From an optimization exercise on the open Yosys and OpenROAD flow, aimed at a short achievable clock period and few clock cycles; shortcuts taken in it are not production practice.
Only simulation tests tie the RTL to the original design; equivalence was not proved.
No activity file was given, so power comes from the tool's default toggle rates.

Setup of alpha:
Design coco_cpu, start of the top module:
module coco_cpu(input clk, reset,
                output [31:0] address, writedata,
                input  [31:0] readdata,
                output WE,
                output [3:0] BE,
                output Req);
clock: 10.0 ns
lec_check: 0
abc_clock_period_in_ps: 3000
cap_margin: 20
cell_pad_in_sites_detail_placement: 1
cell_pad_in_sites_global_placement: 2
core_margin: 2
core_utilization: 30
place_density: 0.5
setup_slack_margin: 5
slew_margin: 20
standard.sh (not shown) runs the stock make flow with config.mk's settings and CLKGATE_MAP_FILE= SYNTH_SCRIPT=/design/flow/synth_recipe.tcl, a recipe that flattens the netlist after the stock synthesis.
==> flow/flow/run.sh <==
#!/bin/bash
# The standard layout (the standard.sh: standard synthesis, floorplan,
# placement, CTS, routing) with two changes to how it is made:
#  - timing repair aims further below the clock period than config.mk's
#    SETUP_SLACK_MARGIN (capped at 5 ns) allows;
#  - the port buffers are buf_6 cells instead of the default pick.
# The clock period and I/O constraints are the standard flow's, unchanged.
set -euo pipefail
bash standard.sh SETUP_SLACK_MARGIN=${MARGIN:-6} \
  "BUFFER_PORTS_ARGS=-buffer_cell sky130_fd_sc_hd__buf_6" finish > standard_make.log 2>&1
alpha: no failed stages, no open violations at the end
Testbench counts of alpha, summed over its fixed seeds: cycles 36,233.
The inputs of beta differ from those of alpha as listed below.
--- a/flow/design.v
+++ b/flow/design.v
@@ -226,24 +226,25 @@
     6'b101000: begin d_st = 1'b1; d_bimm = 1'b1; d_stt = 2'd2; end
     default: ;
   endcase
 end
 wire [31:0] fimm = (fop == 6'b001111) ? {fi[15:0], 16'h0} :
                    d_sext ? {{16{fi[15]}}, fi[15:0]} : {16'h0, fi[15:0]};
 wire [31:0] f_wa = (wbv && wbrd == frs && frs != 5'd0) ? wbd : rf[frs];
 wire [31:0] f_wb = (wbv && wbrd == frt && frt != 5'd0) ? wbd : rf[frt];
 wire [31:0] f_ra = (x_wr && xrd == frs && frs != 5'd0) ? xres : f_wa;
 wire [31:0] f_rb = (x_wr && xrd == frt && frt != 5'd0) ? xres : f_wb;
 wire [31:0] fpc4 = ADDR + 32'd4;
-wire [31:0] f_bt;
-coco_ksadd #(32) u_bt(.a(fpc4), .b({{14{fi[15]}}, fi[15:0], 2'b00}), .cin(1'b0), .s(f_bt), .cout());
+wire [29:0] f_btw;
+coco_ksadd #(30, 5) u_bt(.a(ADDR[31:2]), .b({{14{fi[15]}}, fi[15:0]}), .cin(1'b1), .s(f_btw), .cout());
+wire [31:0] f_bt = {f_btw, ADDR[1:0]};
 wire        f_pt = d_br && fi[15];
 wire        f_seq = !(d_j || d_jr || d_eret || d_exc || f_pt);
 wire [31:0] f_npo = ({32{d_j}}    & {fpc4[31:28], fi[25:0], 2'b00}) |
                     ({32{d_jr}}   & ras) |
                     ({32{d_eret}} & epc) |
                     ({32{d_exc}}  & EXC_PC) |
                     ({32{f_seq}}  & fpc4);
 wire [31:0] f_npc = ({32{f_pt}} & f_bt) | f_npo;
 wire f_take = !mv && !x_hold;
 wire ld_a = m_ld && (mrt == xir[25:21]);
 wire ld_b = m_ld && (mrt == xir[20:16]);
@@ -334,22 +335,23 @@
                .busy(mdbusy), .hi(HI), .lo(LO));
 endmodule
 module coco_muldiv
   (input clk, reset, start, div, sgn,
    input [31:0] a, b,
    input mthi, mtlo,
    output busy,
    output reg [31:0] hi, lo);
 reg        run, isdiv, neg_lo, neg_hi;
 reg [5:0]  cnt;
 reg [31:0] bb, ih, il;
+reg [31:0] mq;           
 reg [31:0] m3;
 assign busy = run;
 wire [31:0] a1 = (sgn && a[31]) ? (~a + 32'd1) : a;
 wire [31:0] b1 = (sgn && b[31]) ? (~b + 32'd1) : b;
 wire [31:0] ma0 = il[0] ? bb : 32'h0;
 wire [31:0] ms1;
 coco_ksadd #(32, 5) u_ms1(.a(ih), .b(ma0), .cin(1'b0), .s(ms1), .cout());
 wire [31:0] m_hi = {1'b0, ms1[31:1]};
 wire [31:0] m_lo = {ms1[0], il[31:1]};
 wire [31:0] x0 = ih;
 wire [31:0] x1 = {ih[30:0], il[31]};
@@ -363,40 +365,43 @@
 wire [31:0] h1 = ({32{k1}} & {t1[30:0], il[31]}) | ({32{!k1}} & x1);
 wire [31:0] h2 = ({32{k2}} & {t2[30:0], il[30]}) | ({32{!k2}} & {h1[30:0], il[30]});
 wire [31:0] d_lo = {il[29:0], k1, k2};
 wire [31:0] d1_lo = {il[30:0], k1};
 wire [63:0] negm = ~{ih, il} + 64'd1;
 wire [31:0] hsh  = {1'b0, ih[31:1]};
 wire [31:0] mf_hi = neg_lo ? negm[63:32] : ih;
 wire [31:0] mf_lo = neg_lo ? negm[31:0] : il;
 wire [31:0] df_hi = neg_hi ? (~hsh + 32'd1) : hsh;
 wire [31:0] df_lo = neg_lo ? (~il + 32'd1) : il;
 wire s_mstep = run && !isdiv && !cnt[5];
+wire        m_zero = (mq == 32'h0);
+wire [63:0] m_sh   = {ih, il} >> (6'd32 - cnt);
 wire s_dprep = run && isdiv && (cnt == 6'd0);
 wire s_dstep = run && isdiv && (cnt != 6'd0) && (cnt < 6'd17);
 wire s_fin   = run && (isdiv ? !(cnt < 6'd17) : cnt[5]);
 always @(posedge clk)
   if (reset) begin
     run <= 1'b0; isdiv <= 1'b0; neg_lo <= 1'b0; neg_hi <= 1'b0; cnt <= 6'd0; bb <= 32'h0;
-    m3 <= 32'h0; ih <= 32'h0; il <= 32'h0;
+    m3 <= 32'h0; ih <= 32'h0; il <= 32'h0; mq <= 32'h0;
     hi <= 32'h0; lo <= 32'h0;
   end else begin
     if (start) begin
       run <= 1'b1; isdiv <= div; cnt <= 6'd0; bb <= b1;
       neg_lo <= sgn && (a[31] ^ b[31]);
       neg_hi <= sgn && (a[31] ^ b[31]) && a[31];
-      ih <= 32'h0; il <= a1;
+      ih <= 32'h0; il <= a1; mq <= a1;
     end else if (run) begin
       cnt <= cnt + 6'd1;
       if (s_fin) run <= 1'b0;
-      if (s_mstep) begin ih <= m_hi; il <= m_lo; end
+      if (s_mstep && m_zero) begin {ih, il} <= m_sh; cnt <= 6'd32; end
+      else if (s_mstep) begin ih <= m_hi; il <= m_lo; mq <= {1'b0, mq[31:1]}; end
       if (s_dstep) begin ih <= h2; il <= d_lo; end
       if (s_dprep) begin
         m3 <= (bb << 1) + bb;
         ih <= h1; il <= d1_lo;
       end
     end
     if (!start && s_fin) begin
       hi <= isdiv ? df_hi : mf_hi;
       lo <= isdiv ? df_lo : mf_lo;
     end else if (!start && !run && mthi) hi <= a;
     else if (!start && !run && mtlo) lo <= a;
### Flow results
Looking at core occupancy in the finished layout, beta sits 0.76 points higher than alpha does.
Comparing beta and alpha, the higher area enclosed by the die boundary is on beta.
Signed area change from the synthesized netlist to the final layout: beta vs alpha up 2.4 points
Area of all placed cells without fillers: beta and alpha compared, higher one is beta
As far as part of the total power dissipated in combinational logic is concerned, alpha and beta perform about the same.
For number of nets in the final layout, dividing the value from beta by the value from alpha gives 1.05.
beta against alpha: sequential cell area has increased; number of distinct standard cells referenced by the synthesized netlist has decreased; clock transition at the registers of the reported paths saw little to no change; tightest slew margin relative to the limit -2.0 points.
Compound-gate portion of the synthesized area of beta is on par with alpha.
Sink count of the clock tree, beta vs alpha: up slightly
Re clock network fraction of total power: beta and alpha aren't equal, and the lower value belongs to alpha.
Testbench counts of beta, summed over its fixed seeds: cycles 35,516.

## separate check: timing with driven ports
The results above use ideal ports. As a check the final layouts listed here were re-extracted and re-timed, cells and wires unchanged. Step 1, drivers: a clkbuf_16 drives clk and a buf_2 each remaining input, both assumed. Step 2, shift: input delay + t, output delay - t, t = (earliest + latest rising clock arrival at the registers) / 2. This alone moves slack from input paths to output paths. Slacks: ideal / step 1 / step 2; pairs: ideal / step 1.
run | shift t [ns] | setup WS [ns] | hold WS [ns]
alpha | 1.058 | 5.744 / 5.744 / 4.695 | 0.450 / 0.450 / 0.450
beta | 1.070 | 5.821 / 5.719 / 4.649 | 0.453 / 0.453 / 0.453
After both steps every run listed still meets setup and hold. The setup slack of beta, which loses most, moves by -0.102 ns with the drivers and by -1.172 ns with both steps.
